This design comes from an exercise in tuning for small area on the open sky130 flow, not from production work.
In this exercise RTL edits were held to simulation tests only and were not proved equivalent to the original.
No driver is modelled on the clock port, so clocking that relies on it looks cheaper here than on a real chip.
Power figures rest on the tool's default switching activity, not on a simulated workload.

[design/flow/flow/run.sh]
#!/bin/bash
# Standard layout with three changes:
#  - the combinational logic of the standard synthesis is mapped again for
#    area (resynth.tcl, with each flow/resynth_*.abc script, keeping the
#    smallest); the registers are kept exactly as synthesised, and
#    equiv.tcl proves the new netlist equal to the standard one;
#  - the smallest buffer (buf_1) on each input and output port;
#  - clock tree synthesis without dummy loads, then each clock buffer
#    downsized while every flip-flop clock pin's slew stays under 110 ps
#    (post_cts.tcl).
set -euo pipefail
ARGS=("BUFFER_PORTS_ARGS=-buffer_cell sky130_fd_sc_hd__buf_1"
      "CTS_ARGS=-sink_clustering_enable -repair_clock_nets -dont_use_dummy_load"
      "POST_CTS_TCL=$PWD/flow/post_cts.tcl" "CLK_LEAF_SLEW_NS=0.110")
bash standard.sh "${ARGS[@]}" synth > standard_synth.log 2>&1

RES=orfs/results/$FLOW_PLATFORM/Rs232_Controller/base
export LIB=$FLOW_HOME/platforms/sky130hd/lib/sky130_fd_sc_hd__tt_025C_1v80.lib
export TOP=$FLOW_TOP
export IN=$PWD/std_1_2_yosys.v
export OUT=$PWD/resynth_1_2_yosys.v
cp $RES/1_2_yosys.v "$IN"
export SEQ_CELLS="$(grep -oE 'sky130_fd_sc_hd__(e|s|se)?df[a-z0-9_]+|sky130_fd_sc_hd__s?dl[a-z]*[xr][a-z0-9_]*|sky130_fd_sc_hd__s?dlclkp[a-z0-9_]*' "$IN" | sort -u | tr '\n' ' ')"
export DONT_USE="$(sed -n '/^export DONT_USE_CELLS/,/^$/p' $FLOW_HOME/platforms/sky130hd/config.mk | grep -oE 'sky130_fd_sc_hd__[a-z0-9_]+' | sed 's/^/-dont_use /' | tr '\n' ' ')"
# Map with each ABC script and keep the smallest result.
best=""; best_area=""
for abc in flow/resynth_*.abc; do
  tag=$(basename "$abc" .abc)
  ABC_SCRIPT=$PWD/$abc OUT=$PWD/$tag.v yosys -c flow/resynth.tcl > $tag.log 2>&1
  area=$(grep "Chip area" $tag.log | tail -1 | awk '{print $NF}')
  echo "$tag $area" >> resynth_areas.txt
  if [[ -z "$best" ]] || awk -v a="$area" -v b="$best_area" 'BEGIN{exit !(a < b)}'; then
    best=$tag; best_area=$area
  fi
done
echo "chosen $best $best_area" >> resynth_areas.txt
cp $best.v "$OUT"
yosys -c flow/check.tcl > check.log 2>&1
yosys -c flow/equiv.tcl > equiv.log 2>&1
cp "$OUT" $RES/1_2_yosys.v

bash standard.sh "${ARGS[@]}" finish > standard.log 2>&1
[design/flow/flow/check.tcl]
# Checks the resynthesised netlist with the library cells as black boxes:
# every cell a library cell, no undriven or multiply driven net.
yosys read_liberty -lib $::env(LIB)
yosys read_verilog $::env(OUT)
yosys hierarchy -check -top $::env(TOP)
yosys check -assert -mapped
[design/flow/flow/equiv.tcl]
# Proves the resynthesised netlist equal to the standard one. Both keep the
# same register instances, so the registers are cut out (each one's pins
# become ports named after it) and the combinational logic around them, every
# other cell read as its function in the library, is proven equal by SAT.
yosys read_liberty -ignore_miss_func $::env(LIB)
yosys blackbox {*}$::env(SEQ_CELLS)
yosys read_verilog $::env(IN)
yosys rename $::env(TOP) gold
yosys read_verilog $::env(OUT)
yosys rename $::env(TOP) gate
yosys hierarchy -check
foreach c $::env(SEQ_CELLS) {
  yosys expose -evert gold/t:$c gate/t:$c
}
yosys flatten
yosys opt_clean
yosys miter -equiv -make_assert -flatten gold gate miter
yosys hierarchy -top miter
yosys sat -verify -prove-asserts
[design/flow/flow/post_cts.tcl]
# ORFS POST_CTS_TCL hook: downsize the clock tree's buffers. Each clkbuf,
# leaves (those driving only flip-flop clock pins) first, takes the smallest
# size at which the worst slew over all flip-flop clock pins, with placement
# parasitics, stays at or below CLK_LEAF_SLEW_NS.
set limit [expr {[info exists ::env(CLK_LEAF_SLEW_NS)] ? $::env(CLK_LEAF_SLEW_NS) : 0.100}]
set sizes {sky130_fd_sc_hd__clkbuf_1 sky130_fd_sc_hd__clkbuf_2 sky130_fd_sc_hd__clkbuf_4 sky130_fd_sc_hd__clkbuf_8 sky130_fd_sc_hd__clkbuf_16}
set ::post_cts_clk_pins {}
foreach p [get_pins -hierarchical */CLK] { lappend ::post_cts_clk_pins $p }
proc worst_clk_slew {} {
  set w 0
  foreach p $::post_cts_clk_pins {
    set s [get_property $p slew_max]
    if {$s > $w} { set w $s }
  }
  return $w
}
set leaves {}
set others {}
foreach inst [get_cells -hierarchical *] {
  if {![string match sky130_fd_sc_hd__clkbuf_* [get_property $inst ref_name]]} { continue }
  set out [get_pins -of_objects $inst -filter "direction == output"]
  set leaf 1
  foreach p [get_pins -of_objects [get_nets -of_objects $out] -filter "direction == input"] {
    if {[get_property $p name] ne "CLK"} { set leaf 0; break }
  }
  if {$leaf} { lappend leaves $inst } else { lappend others $inst }
}
estimate_parasitics -placement
puts "post_cts: worst clock pin slew [format %.1f [expr {[worst_clk_slew] * 1e3}]] ps before"
foreach inst [concat $leaves $others] {
  set ref [get_property $inst ref_name]
  foreach cell $sizes {
    if {$cell eq $ref} { break }
    replace_cell $inst [get_lib_cells */$cell]
    estimate_parasitics -placement
    if {[worst_clk_slew] <= $limit} {
      puts "post_cts: [get_name $inst] $ref -> $cell"
      set ref $cell
      break
    }
    replace_cell $inst [get_lib_cells */$ref]
    estimate_parasitics -placement
  }
}
puts "post_cts: worst clock pin slew [format %.1f [expr {[worst_clk_slew] * 1e3}]] ps after"
[design/flow/flow/resynth.tcl]
# Area resynthesis of the combinational logic of the standard synthesis's
# netlist. The registers stay as the standard synthesis made them (same
# instances, names and cell types): their cells are black boxes here, while
# every other cell is read as its logic function, flattened into the top and
# mapped again by ABC with an area-oriented script.
# Environment: LIB, IN (standard netlist), OUT, SEQ_CELLS, ABC_SCRIPT, DONT_USE.
yosys read_liberty -ignore_miss_func $::env(LIB)
yosys blackbox {*}$::env(SEQ_CELLS)
yosys read_verilog $::env(IN)
yosys hierarchy -top $::env(TOP)
yosys flatten
yosys opt_clean -purge
yosys abc -script $::env(ABC_SCRIPT) -liberty $::env(LIB) {*}$::env(DONT_USE)
yosys opt_clean -purge
yosys splitnets
yosys opt_clean -purge
yosys hilomap -singleton -hicell sky130_fd_sc_hd__conb_1 HI -locell sky130_fd_sc_hd__conb_1 LO
yosys insbuf -buf sky130_fd_sc_hd__buf_4 A X
yosys hierarchy -top $::env(TOP)
yosys stat -liberty $::env(LIB)
yosys write_verilog -noattr -nohex -nodec $::env(OUT)
[design/flow/flow/resynth_a.abc]
strash
balance
rewrite
refactor
balance
rewrite
rewrite -z
balance
refactor -z
rewrite -z
balance
balance
rewrite
refactor
balance
rewrite
rewrite -z
balance
refactor -z
rewrite -z
balance
dch -f
amap -m -F 100
topo
dnsize
[design/flow/flow/resynth_c.abc]
strash
balance
rewrite
refactor
balance
rewrite
rewrite -z
balance
refactor -z
rewrite -z
balance
balance
rewrite
refactor
balance
rewrite
rewrite -z
balance
refactor -z
rewrite -z
balance
&get -n
&dch -f
&nf -R 1000
&put
[design/flow/flow/resynth_e.abc]
strash
balance
rewrite
refactor
balance
rewrite
rewrite -z
balance
refactor -z
rewrite -z
balance
balance
rewrite
refactor
balance
rewrite
rewrite -z
balance
refactor -z
rewrite -z
balance
dch -f
amap -m -F 100
topo
dnsize
strash
balance
rewrite
refactor
balance
rewrite
rewrite -z
balance
refactor -z
rewrite -z
balance
dch -f
amap -m -F 100
topo
dnsize
[design/flow/flow/resynth_k.abc]
strash
balance
rewrite
refactor
balance
rewrite
rewrite -z
balance
refactor -z
rewrite -z
balance
dc2
balance
rewrite
refactor
balance
rewrite
rewrite -z
balance
refactor -z
rewrite -z
balance
dch -f
amap -m -F 100
topo
dnsize
[design/flow/flow/resynth_p.abc]
strash
balance
rewrite
refactor
balance
rewrite
rewrite -z
balance
refactor -z
rewrite -z
balance
balance
rewrite
refactor
balance
rewrite
rewrite -z
balance
refactor -z
rewrite -z
balance
&get -n
&dc2
&dch -f
&nf -R 1000
&put
[design/flow/flow/resynth_q.abc]
strash
balance
rewrite
refactor
balance
rewrite
rewrite -z
balance
refactor -z
rewrite -z
balance
balance
rewrite
refactor
balance
rewrite
rewrite -z
balance
refactor -z
rewrite -z
balance
&get -n
&dc2
&dch
&nf -R 1000
&put
[design/flow/standard.sh]
#!/bin/bash
# synth_recipe.tcl (not shown) runs the flow's synth.tcl, then flattens the netlist and writes it again
# the make line also repeats each setting of config.mk as NAME=value (left out here)
make -C /OpenROAD-flow-scripts/flow DESIGN_CONFIG=/design/flow/config.mk WORK_HOME=/design/flow/orfs CLKGATE_MAP_FILE= SYNTH_SCRIPT=/design/flow/synth_recipe.tcl "${@:-finish}"
[design/flow/config.mk]
export PLATFORM = sky130hd
export DESIGN_NAME = Rs232_Controller
export DESIGN_NICKNAME = Rs232_Controller
export VERILOG_FILES = /design/flow/design.v
export SDC_FILE = /design/flow/constraint.sdc
export NUM_CORES = 4
export LEC_CHECK = 0
export CAP_MARGIN = 0
export CORE_MARGIN = 2
export CORE_UTILIZATION = 40
export SLEW_MARGIN = 0
[design/flow/constraint.sdc]
create_clock -name core_clock -period 10.0 [get_ports {clk}]
set_input_delay 2.0000 -clock core_clock [delete_from_list [all_inputs] [get_ports {clk}]]
set_output_delay 2.0000 -clock core_clock [all_outputs]
set_load 0.01 [all_outputs]
[design/flow/design.v]
`timescale 1ns / 1ps
module Rs232_Tx_nbytes(clk,reset,tx_start_flag,tx_bit,tx_done_flag,Rs232_Txd,rx_sample,load,byte_sel);
  parameter n = 8;  
  parameter N = 8;  
  parameter BAUD_RATE = 16'h28B0;  
  input clk;
  input reset;
  input tx_bit;               
  output tx_start_flag;
  output tx_done_flag;
  output reg Rs232_Txd;
  output rx_sample;
  output load;
  output [2:0] byte_sel;
  reg [13:0] clk_count;
  reg [3:0] phase;
  reg [3:0] byte_count;
  wire tail      = phase[3] & phase[1] & ~phase[0];                            
  wire end_bit   = clk_count[13] & clk_count[11] & clk_count[7] & clk_count[5] &
                   clk_count[3] & clk_count[2] & clk_count[1] & clk_count[0];   
  wire bit_end   = tail ? clk_count[0] : end_bit;
  wire at_load   = tail & ~clk_count[0];
  wire rx_window = clk_count[13] & clk_count[11] & clk_count[7] & clk_count[5];   
  wire done      = byte_count[3] & byte_count[0];
  always @(posedge clk) begin
    if (reset == 1'b0) begin
      clk_count    <= 14'd0;
      phase        <= 4'b1110;
      byte_count   <= 4'd0;
      Rs232_Txd    <= 1'b1;
    end else begin
      if (bit_end) begin
        clk_count <= 14'd0;
        phase     <= tail ? 4'b1000 : phase - 4'd1;
        Rs232_Txd <= done | (phase[3] ? phase[0] | (~phase[1] & tx_bit)
                                        : (phase[2:0] == 3'd0) | tx_bit);
      end else begin
        clk_count <= clk_count + 14'd1;
      end
      if (at_load & ~done)
        byte_count <= byte_count + 4'd1;
    end
  end
  assign load          = at_load & ~byte_count[3];
  assign byte_sel      = ~byte_count[2:0];    
  assign tx_done_flag  = done;
  assign tx_start_flag = ~done & phase[3] & ~phase[1];
  assign rx_sample     = ~done & ~phase[3] & rx_window &
                         (clk_count[3:0] == ~byte_count);
endmodule
`timescale 1ns / 1ps
module Rs232_Rx_nbytes(clk,reset,sample,Rs232_Rxd,load,byte_sel,data_in,data_out);
  parameter n = 8;  
  parameter N = 8;  
  input clk;
  input reset;
  input sample;
  input Rs232_Rxd;
  input load;
  input [2:0] byte_sel;
  input [(N*n)-1:0] data_in;
  output reg [(N*n)-1:0] data_out;
  reg [N-1:0] byte_in;
  integer k;
  always @(*) begin
    byte_in = {N{1'b0}};
    for (k = 0; k < n; k = k + 1)
      byte_in = byte_in | (data_in[k*N +: N] & {N{byte_sel == k}});
  end
  wire [(N*n)-1:0] hold = {{N{~sample & ~load & reset}}, {(N*n)-N{~sample & reset}}};
  wire [(N*n)-1:0] shifted = {data_out[(N*n)-2:0], Rs232_Rxd};
  wire [(N*n)-1:0] next =
    (data_out & hold) |
    (shifted & {(N*n){sample}}) |
    ({byte_in, {(N*n)-N{1'b0}}} & {(N*n){load}});
  always @(posedge clk)
    data_out <= next;
endmodule
`timescale 1ns / 1ps
module Rs232_Controller(clk,reset,data_in,Rs232_Rxd,start_flag,data_out,done_flag,Rs232_Txd);
parameter N=8;
parameter n=8;
  input clk;   
  input reset; 
  input [(N*n)-1:0] data_in;  
  output start_flag;
  output [(N*n)-1:0] data_out; 
  output done_flag;
  input Rs232_Rxd;   
  output Rs232_Txd;  
  wire       sample;    
  wire       load;      
  wire [2:0] byte_sel;  
 Rs232_Tx_nbytes tx(.clk(clk),
                    .reset(reset),
                    .tx_start_flag(start_flag),
                    .tx_bit(data_out[(N*n)-1]),
                    .tx_done_flag(done_flag),
                    .Rs232_Txd(Rs232_Txd),
                    .rx_sample(sample),
                    .load(load),
                    .byte_sel(byte_sel));
 Rs232_Rx_nbytes Rx(.clk(clk),
                    .reset(reset),
                    .sample(sample),
                    .Rs232_Rxd(Rs232_Rxd),
                    .load(load),
                    .byte_sel(byte_sel),
                    .data_in(data_in),
                    .data_out(data_out));
endmodule  
==> results of run 1 <==
-- power breakdown --
part / internal [uW] / switching, uW
Clock: 54.3 / 101
Combinational: 42.7 / 59.7
Sequential: 362 / 17.4
Total: 459 / 178
-- through the flow --
step	area, um2	util (%)	setup WS [ps]	power, uW	instances
5_1_grt	3910	44.6	6410	672	549
3_3_place_gp	3820	43.6	6190	489	540
6_report	3910	44.6	6570	637	549
2_1_floorplan	3630	-	2780	463	360
3_5_place_dp	3820	43.6	6140	490	540
-- area by class of cell --
cell class / count / area, um2 / area share (%)
timing repair buffer: 136 / 522 / 13.3
sequential: 87 / 1740 / 44.5
tap: 108 / 135 / 3.45
multi-input combinational: 206 / 1420 / 36.2
inverter: 3 / 11.3 / 0.288
clock buffer: 9 / 87.6 / 2.24
-- routing by layer --
layer	global-route usage (%)	up-vias	routed length [um]	part of all wire (%)
li1	-	1468	-	-
met1	20.0	1335	3550	45
met2	26.4	129	3610	45
met3	4.08	12	644	8.1
met4	7.06	0	135	1.7
met5	0	-	0	0
-- worst reg2reg max path: stages, from the launching register on --
cell       delay, ps
dfxtp_1          750
xnor2_1          140
or4_1            540
a2111oi_4        370
nor2b_4           60
buf_4            290
nor2b_1          340
a221o_1          310
-- path summary, 6_finish.rpt --
path,slack (ps),end,from
hold / removal,480,tx.clk_count[13]$_SDFF_PP0_,tx.clk_count[13]$_SDFF_PP0_
setup reg to reg,7110,Rx.data_out[56]$_DFF_P_,tx.byte_count[2]$_SDFFE_PN0P_
hold reg to reg,480,tx.clk_count[13]$_SDFF_PP0_,tx.clk_count[13]$_SDFF_PP0_
setup / recovery,6570,start_flag,tx.byte_count[0]$_SDFFE_PN0P_
-- sequential cells by signal (all words and copies together) (netlist names) --
register	flops
tx.phase	4
Rx.data_out	64
tx.Rs232_Txd	1
tx.byte_count	4
tx.clk_count	14
==> impl_results.md, run 1 <==
* Yosys warns at 2
* Avg Inst Size Synth at 10.1 um2
* Hold_ws at between 400 and 500 ps
* Reg2Reg Depth at 7
* PortBufs at approximately 130
* CP Data Required Time at approximately 8000 ps
* CP Max Fanout at 9
* Initial antenna violation count at 0
* Hold crit path type: flip-flop to flip-flop
* CP Class: flip-flop to output pin
* First-pass GRT wire length at ~13000 um
* Worst path slowest cell: dfxtp_1
* Status: finished clean
* Synth Net Count at between 400 and 500
* Final Max Slew Viols at 0
* CP Cell Sequence: nand2_1 -> nand2_1 -> nor2_1 -> buf_1
* Bufs and invs on worst path at 1
* Nets at 510
* Starting Density at ~41%
* Die Wd at roughly 100 um
* DR vias/cell at around 5.4
* First-pass DRT Iterations at 5
* CP Depth at 4
* Final HPWL DP at about 5700 um
* Leakage at ~0.0014 uW
* F_max at ~290 MHz
* Period utilization at around 34%
* GPL Wtd Cong at between 0.8 and 0.9
* Final TNS setup at 0 ps
* Max-cap violations at 0
* Post-route ant nets at 0
* Die area at slightly below 0.01 mm2
* CTS Sinks at between 80 and 90
* CP Capture Type: output pin
* Area Overhead vs Synth at 8.01%
* Via count at 2944
* Final Critical Period at 3430 ps
* Site Rows at 34
* Number of diodes at 0
* Wire per inst at between 10 and 15 um
* IO Pins at between 100 and 150
* Synth Instances at 360
* RSZ-0062 raised after global routing: false
* Pwr/cell area at 163 mW/mm2
* Worst Skew at 41.8 ps
* Core area at around 0.0088 mm2
* Max VDD drop at 0.0654 mV
* Slowest stage delay, CP at ~520 ps
* Fillers at just under 900
* Worst slew pin tran at 1080 ps
* Iteration-0 DRC Markers at roughly 120
* Critical path's top delay family: flip-flops
* Setup violations, final at 0
* CP arrival at 1430 ps
* Largest net degree at the start of global routing at 65
* Slew HR at approximately 28%
* Total gr overflow at 0
* Hold path depth at 2
* Clk latency of the worst-skew pair at roughly 480 ps
* Routed WL at around 7900 um
* Post-synthesis cell area at 0.00362 mm2
* Total track usage at around 16%
* Share of cells above drive strength 1 at between 3 and 4%
* CP most frequent cell: nand2_1
* Vias in the first global route at between 2000 and 3000
* Drt drc at 0
* Die Span Y at 99.2 um
* Clock Pin Slew Worst Setup and Hold Paths at 70 ps
* Commonest non-fill, non-tap cell in the layout: buf_1
* Most frequent cells in the layout: buf_1, dfxtp_1, a22o_1
* Critical path startpoint category: flip-flop
* CTS tree: built
* Hold Vio Cnt, Final at 0
==> inputs of run 2 (changes only) <==
==> design/flow/config.mk (replaced) <==
export PLATFORM = sky130hd
export DESIGN_NAME = Rs232_Controller
export DESIGN_NICKNAME = Rs232_Controller
export VERILOG_FILES = /design/flow/design.v
export SDC_FILE = /design/flow/constraint.sdc
export NUM_CORES = 4
export LEC_CHECK = 0
export CAP_MARGIN = 20
export CORE_MARGIN = 2
export CORE_UTILIZATION = 65
export SLEW_MARGIN = 20
==> impl_results.md, run 2 <==
* Period utilization at 34.8%
* Drt drc at 0
* Critical path startpoint category: flip-flop
* First-pass GRT wire length at 12200 um
* Slew HR at roughly 33%
* Post-route ant nets at 0
* Area Overhead vs Synth at 6.80%
* Wire per inst at approximately 15 um
* Max reg flops at 64
* Hold_ws at roughly 490 ps
* Hold crit path type: flip-flop to flip-flop
* RSZ-0062 raised after global routing: false
* CP Data Required Time at ~8000 ps
* Fillers at approximately 440
* Site Rows at 27
* Total gr overflow at 0
* FF+latch area at between 0.0015 and 0.002 mm2
* Pwr/cell area at between 150 and 200 mW/mm2
* Total track usage at about a quarter
* CTS Sinks at between 80 and 90
* Yosys warns at 2
* Starting Density at ~67%
* Setup violations, final at 0
* Final Max Slew Viols at 0
* Die area at 0.00619 mm2
* IO Pins at around 130
* Initial antenna violation count at 0
* Clock Pin Slew Worst Setup and Hold Paths at about 90 ps
* Largest net degree at the start of global routing at 65
* Nets at just over 500
* Number of diodes at 0
* GPL Wtd Cong at 0.796
* CTS tree: built
* Core area at 0.00544 mm2
* Status: finished clean
* Worst Skew at around 36 ps
* Worst slew pin tran at between 900 and 1000 ps
* Most frequent cells in the layout: buf_1, dfxtp_1, a22o_1
* Final TNS setup at 0 ps
* Core Util, Final at between 70% and 80%
* First-pass DRT Iterations at 5
* Fin area at between 0.003 and 0.004 mm2
* Via count at approximately 3000
* Multi-input gate area at ~0.0014 mm2
* Hold Vio Cnt, Final at 0
* F_max at 287 MHz
* Post-DP Area at ~0.0038 mm2
* Largest registers: Rx.data_out x64, tx.clk_count x14
* Synth Instances at 360
* Routed WL at ~7500 um
* Iteration-0 DRC Markers at between 150 and 200
* Leakage at approximately 0.0014 uW
* Die Span Y at around 80 um
* CP arrival at roughly 1500 ps
* Avg Inst Size Synth at 10.1 um2
* CP Class: flip-flop to output pin
* Vias in the first global route at ~2600
* Final Critical Period at 3480 ps
* DR vias/cell at around 5.7
* Die Wd at just under 80 um
* Total power at between 600 and 700 uW
* CP Max Fanout at 9
* Share of cells above drive strength 1 at under 10%
* Synth Net Count at 427
* Commonest non-fill, non-tap cell in the layout: buf_1
* CP Capture Type: output pin
* Max VDD drop at 0.0783 mV
* Largest reg by FF count: Rx.data_out
* Final HPWL DP at 5190 um
* Max-cap violations at 0
* PortBufs at 133
* Clk latency of the worst-skew pair at approximately 480 ps
* Post-synthesis cell area at about 0.0036 mm2
[run 2: final cells by class]
| class | count | area share (%) |
|---|---|---|
| flip-flops and latches | 87 | 45.0 |
| well taps | 72 | 2.33 |
| inverters | 3 | 0.291 |
| repair buffers | 136 | 13.5 |
| clock buffers | 9 | 2.17 |
| multi-input cells | 206 | 36.7 |
[run 2: path summary, 6_finish.rpt]
| kind | startpoint | endpoint | slack (ps) | cells after the start |
|---|---|---|---|---|
| worst max-delay path | tx.byte_count[0]$_SDFFE_PN0P_ | start_flag | 6520 | 4 |
| worst min-delay path | tx.clk_count[4]$_SDFF_PP0_ | tx.clk_count[4]$_SDFF_PP0_ | 490 | 2 |
| worst max register to register | tx.byte_count[2]$_SDFFE_PN0P_ | Rx.data_out[60]$_DFF_P_ | 7060 | 7 |
| worst min register to register | tx.clk_count[4]$_SDFF_PP0_ | tx.clk_count[4]$_SDFF_PP0_ | 490 | 2 |
[run 2: where the power goes]
| part | leakage (uW) | total [uW] | internal, uW | switching (uW) |
|---|---|---|---|---|
| registers | 0.000705 | 381 | 362 | 19.3 |
| clock network | 0.0000487 | 150 | 52.0 | 97.7 |
| logic | 0.000652 | 100 | 43.1 | 57.1 |
[run 2: through the flow]
step | worst slack [ps] | std cells
after detailed placement | 6220 | 504
final | 6520 | 513
after global placement | 6240 | 504
after floorplan | 2780 | 360
after global routing | 6390 | 513
[run 2: routing by layer]
metal / track usage, % / share of wire, % / vias to the layer above / routed length (um)
met1: 33.3 / 44 / 1337 / 3340
li1: - / - / 1470 / -
met4: 10.0 / 0.75 / 0 / 56
met5: 0 / 0 / - / 0
met3: 4.25 / 7.6 / 7 / 571
met2: 39.1 / 47 / 127 / 3540
[run 2: critical path, stage by stage (launching register included)]
cell	delay, ps
dfxtp_1	550
nand2_1	180
nand2_1	110
nor2_1	40
buf_1	130
==> inputs of run 3 (changes only) <==
--- a/design/flow/config.mk
+++ b/design/flow/config.mk
@@ -7,5 +7,5 @@
 export LEC_CHECK = 0
 export CAP_MARGIN = 20
 export CORE_MARGIN = 2
-export CORE_UTILIZATION = 65
+export CORE_UTILIZATION = 55
 export SLEW_MARGIN = 20
==> impl_results.md, run 3 <==
* Cell-internal power at 460 uW
* Status: finished clean
* Site Rows at 29
* CTS Sinks at between 80 and 90
* Hold crit path type: flip-flop to flip-flop
* Psw at between 150 and 200 uW
* Most frequent cells in the layout: buf_1, dfxtp_1, a22o_1
* Clock Pin Slew Worst Setup and Hold Paths at 80 ps
* Area Overhead vs Synth at 6.94%
* Share of total power in combinational logic at about 16%
* Commonest non-fill, non-tap cell in the layout: buf_1
* Setup violations, final at 0
* Initial antenna violation count at 0
* F_max at 290 MHz
* Clock power frac at 24.3%
* Via count at 2916
* Total power at between 600 and 700 uW
* Yosys warns at 2
* Final TNS setup at 0 ps
* Worst slew pin tran at 1150 ps
* Pwr/cell area at roughly 160 mW/mm2
* Final Max Slew Viols at 0
* Slowest stage delay, CP at 580 ps
* Avg Inst Size Synth at approximately 10 um2
* Sequential power share at between 50% and 60%
* Largest reg by FF count: Rx.data_out
* CP Cell Sequence: buf_1 -> nor2b_4 -> buf_4 -> nor2b_1 -> a221o_1
* Post-route ant nets at 0
* Hold Vio Cnt, Final at 0
* Vias in the first global route at around 2800
* Routed WL at between 7000 and 8000 um
* Number of diodes at 0
* Critical path startpoint category: input port
* Share of cells above drive strength 1 at 3.18%
* Nets at a little over 500
* First-pass GRT wire length at roughly 13000 um
* Post-synthesis cell area at about 0.0036 mm2
* DR vias/cell at between 5 and 6
* Max reg flops at between 60 and 70
* Die area at 0.00725 mm2
* Clk latency of the worst-skew pair at approximately 470 ps
* Leakage at around 0.0014 uW
* Core area at ~0.0063 mm2
* Wire per inst at around 15 um
* Slew HR at 23.2%
* CP Capture Type: flip-flop
* Synth Net Count at between 400 and 500
* Max-cap violations at 0
* Largest registers: Rx.data_out x64, tx.clk_count x14
* RSZ-0062 raised after global routing: false
* Drt drc at 0
* Final Critical Period at approximately 3400 ps
* Iteration-0 DRC Markers at approximately 150
* Die Span Y at approximately 85 um
* Period utilization at roughly a third
* Synth Instances at 360
* Final HPWL DP at approximately 5200 um
* Starting Density at between 50% and 60%
* Max VDD drop at roughly 0.12 mV
* Sw Ratio at a little over a quarter
* CTS tree: built
* CP Class: input port to flip-flop
* Total gr overflow at 0
* Fillers at 590
* Total track usage at 20.9%
* First-pass DRT Iterations at 5
* Largest net degree at the start of global routing at 65
* CP Data Required Time at 10390 ps
* Core Util, Final at approximately three fifths
* Worst Skew at 30.2 ps
* CP Max Fanout at 57
* Die Wd at 85.2 um
* GPL Wtd Cong at between 0.8 and 0.9
* PortBufs at between 100 and 150
* Worst path slowest cell: nor2b_1
* IO Pins at around 130
* CP arrival at approximately 3800 ps
==> run 3: cell count changes in the layout (fill, tap and decap cells not counted), sizes merged <==
cell and delta:
buf -1
==> run 3: metal layers <==
layer	share of wire, %	up-vias	routed length [um]	GRT usage [%]
li1	-	1465	-	-
met1	46	1359	3510	26.9
met2	47	82	3550	33.9
met3	5.7	10	435	4.77
met4	1.6	0	122	8.80
met5	0	-	0	0
==> run 3: power by group through the flow <==
stage	combinational, uW	clock, uW	sequential, uW
floorplan	80.6	0	382
global placement	98.9	0	387
detailed placement	101	0	387
global route	112	172	382
finish	101	154	380
==> run 3: cell type report <==
cell class	count	area [um2]	share of cell area [%]
clock buffers	9	90.1	2.33
inverters	3	11.3	0.291
multi-input cells	206	1420	36.7
flip-flops and latches	87	1740	45.0
well taps	77	96.3	2.49
repair buffers	135	514	13.3
==> run 3: path summary, 6_finish.rpt <==
path / slack (ps) / from / endpoint / cells past startpoint
setup / recovery: 6550 / reset / Rx.data_out[63]$_DFF_P_ / 5
hold / removal: 470 / tx.clk_count[13]$_SDFF_PP0_ / tx.clk_count[13]$_SDFF_PP0_ / 2
setup reg to reg: 7020 / tx.byte_count[2]$_SDFFE_PN0P_ / Rx.data_out[63]$_DFF_P_ / 7
hold reg to reg: 470 / tx.clk_count[13]$_SDFF_PP0_ / tx.clk_count[13]$_SDFF_PP0_ / 2
==> run 3: per-stage QoR <==
| stage | setup WS [ps] | area [um2] | hold WS, ps | std cells |
|---|---|---|---|---|
| after global placement | 6230 | 3780 | 461 | 508 |
| final | 6550 | 3870 | 473 | 517 |
| after global routing | 6460 | 3870 | 519 | 517 |
| after detailed placement | 6140 | 3780 | 462 | 508 |
| after floorplan | 2780 | 3630 | 437 | 360 |
==> run 3: worst max-delay path: cells and delay by family <==
family	cells	cell delay [ps]
AND/OR/NAND/NOR	2	800
AO/OA/AOI/OAI	1	240
buffers and inverters	2	790
==> inputs of run 4 (changes only) <==
--- a/design/flow/config.mk
+++ b/design/flow/config.mk
@@ -7,5 +7,5 @@
 export LEC_CHECK = 0
 export CAP_MARGIN = 20
 export CORE_MARGIN = 2
-export CORE_UTILIZATION = 55
+export CORE_UTILIZATION = 40
 export SLEW_MARGIN = 20
==> impl_results.md, run 4 <==
* Status: finished clean
* Final HPWL DP at 5700 um
* Post-synthesis cell area at around 0.0036 mm2
* CP startpoint: tx.byte_count[0]$_SDFFE_PN0P_
* Number of diodes at 0
* Max VDD drop at between 0.06 and 0.07 mV
* Die Span Y at slightly below 100 um
* Via count at 2951
* Fin area at between 0.003 and 0.004 mm2
* Vias in the first global route at between 2000 and 3000
* Share of cells above drive strength 1 at 3.40%
* R2R setup slack at ~7000 ps
* Total track usage at ~16%
* DR vias/cell at 5.38
* Largest net degree at the start of global routing at 65
* Clock Pin Slew Worst Setup and Hold Paths at about 70 ps
* Hold Vio Cnt, Final at 0
* Slew HR at approximately 27%
* Total power at roughly 640 uW
* Critical path startpoint category: flip-flop
* Iteration-0 DRC Markers at 122
* Yosys warns at 2
* Pwr/cell area at 163 mW/mm2
* CP Data Required Time at 8000 ps
* CP arrival at ~1500 ps
* Max reg flops at 64
* GPL Wtd Cong at around 0.86
* CTS Sinks at 87
* Final Max Slew Viols at 0
* Nets at 510
* Worst slew pin tran at around 1100 ps
* F_max at just under 300 MHz
* Commonest non-fill, non-tap cell in the layout: buf_1
* Largest registers: Rx.data_out x64, tx.clk_count x14
* Synth Net Count at between 400 and 500
* Drt drc at 0
* FF+latch area at between 0.0015 and 0.002 mm2
* First-pass GRT wire length at approximately 13000 um
* Hold crit path type: flip-flop to flip-flop
* PortBufs at between 100 and 150
* Starting Density at 41.3%
* Period utilization at 34.5%
* Site Rows at 34
* Die area at just under 0.01 mm2
* Reg2Reg Depth at 7
* R2r endpoint: Rx.data_out[56]$_DFF_P_
* Post-route ant nets at 0
* Final TNS setup at 0 ps
* Avg Inst Size Synth at just over 10 um2
* Initial antenna violation count at 0
* CTS tree: built
* CP Capture Type: output pin
* Wire per inst at ~14 um
* CP Max Fanout at 9
* CP Class: flip-flop to output pin
* Final Critical Period at 3450 ps
* Fillers at a little under 900
* RSZ-0062 raised after global routing: false
* Setup violations, final at 0
* Placed cell count at 540
* Area Overhead vs Synth at 8.08%
* Synth Instances at 360
* Core area at roughly 0.009 mm2
* Worst Skew at about 42 ps
* Largest reg by FF count: Rx.data_out
* Leakage at 0.00141 uW
* Hold_ws at 481 ps
* Clk latency of the worst-skew pair at about 480 ps
* Die Wd at just under 100 um
* IO Pins at roughly 130
* First-pass DRT Iterations at 5
* End of the critical path: start_flag
* Max-cap violations at 0
* Multi-input gate area at around 0.0014 mm2
* Routed WL at ~7900 um
* Total gr overflow at 0
* Non-filler cells, final at 549
* Reg2reg start: tx.byte_count[2]$_SDFFE_PN0P_
* Post-DP Area at 0.00382 mm2
* Most frequent cells in the layout: buf_1, dfxtp_1, a22o_1
[run 4: metal layers]
metal  vias to the layer above  GRT usage (%)  part of all wire [%]
met5                         -              0                     0
met4                         0           7.06                   1.7
met3                        12           4.08                   7.7
met2                       126           26.4                    46
met1                      1345           20.0                    45
li1                       1468              -                     -
[run 4: critical path, cell delays in order (launching register included)]
cell and delay (ps):
dfxtp_1 530, nand2_1 180, nand2_1 110, nor2_1 40, buf_1 130
[run 4: worst min path at each step]
stage / cells after the start / startpoint / to
after floorplan: 2 / tx.clk_count[13]$_SDFF_PP0_ / tx.clk_count[13]$_SDFF_PP0_
after detailed placement: 2 / tx.clk_count[13]$_SDFF_PP0_ / tx.clk_count[13]$_SDFF_PP0_
after global placement: 2 / tx.clk_count[13]$_SDFF_PP0_ / tx.clk_count[13]$_SDFF_PP0_
final: 2 / tx.clk_count[13]$_SDFF_PP0_ / tx.clk_count[13]$_SDFF_PP0_
after global routing: 2 / tx.clk_count[8]$_SDFF_PP0_ / tx.clk_count[8]$_SDFF_PP0_
[run 4: where the power goes]
part | switching [uW] | internal, uW | total, uW | leakage (uW)
sequential | 17.5 | 362 | 379 | 0.000705
clock | 101 | 54.3 | 155 | 0.0000509
combinational | 59.9 | 42.9 | 103 | 0.000652
total | 178 | 459 | 637 | 0.00141
[run 4: area by class of cell]
cell class,instances,share of cell area [%]
inverter,3,0.288
sequential,87,44.5
clock buffer,9,2.24
timing repair buffer,136,13.3
tap,108,3.45
multi-input combinational,206,36.2
[run 4: stage by stage]
step / setup WS (ps) / utilization, %
after floorplan: 2780 / -
after global routing: 6390 / 44.7
after global placement: 6190 / 43.6
final: 6550 / 44.7
after detailed placement: 6140 / 43.6
==> inputs of run 5 (changes only) <==
--- a/design/flow/flow/run.sh
+++ b/design/flow/flow/run.sh
@@ -11,7 +11,8 @@
 set -euo pipefail
 ARGS=("BUFFER_PORTS_ARGS=-buffer_cell sky130_fd_sc_hd__buf_1"
       "CTS_ARGS=-sink_clustering_enable -repair_clock_nets -dont_use_dummy_load"
-      "POST_CTS_TCL=$PWD/flow/post_cts.tcl" "CLK_LEAF_SLEW_NS=0.110")
+      "POST_CTS_TCL=$PWD/flow/post_cts.tcl" "CLK_LEAF_SLEW_NS=0.110"
+      "RECOVER_POWER=100")
 bash standard.sh "${ARGS[@]}" synth > standard_synth.log 2>&1
 
 RES=orfs/results/$FLOW_PLATFORM/Rs232_Controller/base
==> impl_results.md, run 5 <==
* CP startpoint: tx.byte_count[2]$_SDFFE_PN0P_
* Synth Instances at 360
* IO Pins at ~130
* Post-synthesis cell area at 0.00362 mm2
* RSZ-0062 raised after global routing: false
* HP Start: tx.clk_count[13]$_SDFF_PP0_
* CP Capture Type: flip-flop
* Total track usage at 16.1%
* Share of cells above drive strength 1 at 2.95%
* DR vias/cell at 5.40
* Max-cap violations at 1
* Fillers at 871
* Slew HR at -79.2%
* Layout check faults: max-capacitance violations, max-slew violations
* Dpl ws at 6140 ps
* CP arrival at ~5000 ps
* Routed WL at 7930 um
* Yosys warns at 2
* Iteration-0 DRC Markers at between 100 and 150
* Vias in the first global route at around 2700
* Nets at 510
* Status: finished with violations
* Hold crit path type: flip-flop to flip-flop
* F_max at approximately 220 MHz
* GPL Wtd Cong at 0.857
* Most frequent cells in the layout: buf_1, dfxtp_1, a22o_1
* Area Overhead vs Synth at 7.46%
* Setup violations, final at 0
* Worst Skew at about 42 ps
* Site Rows at 34
* Largest registers: Rx.data_out x64, tx.clk_count x14
* Clock Pin Slew Worst Setup and Hold Paths at about 80 ps
* CTS Sinks at 87
* Final Critical Period at around 4600 ps
* Largest net degree at the start of global routing at between 60 and 70
* Final Max Slew Viols at 65
* Post-route ant nets at 0
* Largest reg by FF count: Rx.data_out
* Synth Net Count at between 400 and 500
* First-pass GRT wire length at 12800 um
* Clk latency of the worst-skew pair at between 400 and 500 ps
* CP Max Fanout at 64
* Initial antenna violation count at 0
* Core area at 0.00876 mm2
* Final HPWL DP at 5700 um
* Die Span Y at 99.2 um
* Die Wd at ~100 um
* CTS tree: built
* Pwr/cell area at 163 mW/mm2
* First-pass DRT Iterations at 4
* CP Data Required Time at ~10000 ps
* Period utilization at 46.1%
* Number of diodes at 0
* Final TNS setup at 0 ps
* Max VDD drop at around 0.066 mV
* Die area at around 0.0098 mm2
* Worst slew pin tran at around 2700 ps
* Via count at about 3000
* Commonest non-fill, non-tap cell in the layout: buf_1
* PortBufs at 133
* Avg Inst Size Synth at approximately 10 um2
* Max reg flops at 64
* Critical path startpoint category: flip-flop
* Starting Density at between 40% and 50%
* Drt drc at 0
* Worst setup margin at about 5400 ps
* Total gr overflow at 0
* Reg2reg start: tx.byte_count[2]$_SDFFE_PN0P_
* Leakage at between 0.001 and 0.0015 uW
* CP Class: flip-flop to flip-flop
* Hold Vio Cnt, Final at 0
* Wire per inst at about 14 um
run 5: worst max-delay path, cell delays in order (launching register included):
cell and delay [ps]:
dfxtp_1 740, xnor2_1 140, or4_1 490, a2111oi_0 820
clkbuf_1 1960, a22o_1 370
run 5: metal layers:
metal	global-route usage, %	routed length [um]
met5	0	0
met4	7.06	137
met3	4.08	630
met1	20.0	3550
met2	26.4	3620
run 5: final cells by class:
cell class	instances	area [um2]	share of cell area, %
Timing Repair Buffer	136	518	13.3
Sequential cell	87	1740	44.7
Multi-Input combinational cell	206	1400	35.9
Inverter	3	11.3	0.289
Clock buffer	9	87.6	2.25
Tap cell	108	135	3.47
run 5: stage by stage:
stage | util [%] | instance area [um2] | total power (uW) | hold slack, ps | std cells
floorplan | - | 3630 | 463 | 437 | 360
global placement | 43.6 | 3820 | 489 | 459 | 540
detailed placement | 43.6 | 3820 | 490 | 465 | 540
global route | 44.4 | 3890 | 671 | 509 | 549
finish | 44.4 | 3890 | 636 | 481 | 549
run 5: power breakdown:
part	internal, uW	switching [uW]
Combinational	42.8	59.5
Sequential	362	16.9
Clock	54.3	100
run 5: path summary, 6_finish.rpt:
path / endpoint / slack [ps] / cells after the start
worst max-delay path: Rx.data_out[52]$_DFF_P_ / 5390 / 5
worst min-delay path: tx.clk_count[13]$_SDFF_PP0_ / 480 / 2
worst max register to register: Rx.data_out[52]$_DFF_P_ / 5390 / 5
worst min register to register: tx.clk_count[13]$_SDFF_PP0_ / 480 / 2

port drivers added, routing unchanged:
No port has a modelled driver above. Below, the same layouts with a new extraction and two added sets of constraints.
Step 1 sets driving cells, clkbuf_16 on the clock port and buf_2 on the other inputs (assumed; they add their load-dependent delay and slew).
Step 2 also shifts input and output timing later by t, the mid clock arrival at the registers, as if the neighbouring blocks saw the same clock.
Slacks: ideal ports / drivers / drivers and shift; pairs: ideal ports / drivers.
| run | t, ns | setup slack, ns | worst setup path at the end | worst slew at a driven data input, ns |
|---|---|---|---|---|
| run 1 | 0.487 | 6.572 / 6.543 / 6.154 | input to register | 0.04 |
| run 2 | 0.488 | 6.515 / 6.489 / 6.147 | input to register | 0.03 |
| run 3 | 0.484 | 6.554 / 6.537 / 6.076 | input to register | 0.04 |
| run 4 | 0.487 | 6.553 / 6.525 / 6.148 | input to register | 0.04 |
| run 5 | 0.488 | 5.387 / 5.387 / 5.387 | register to register | 0.04 |
The setup slack of run 3, which loses most, moves by -0.017 ns with the drivers and by -0.478 ns with both steps.
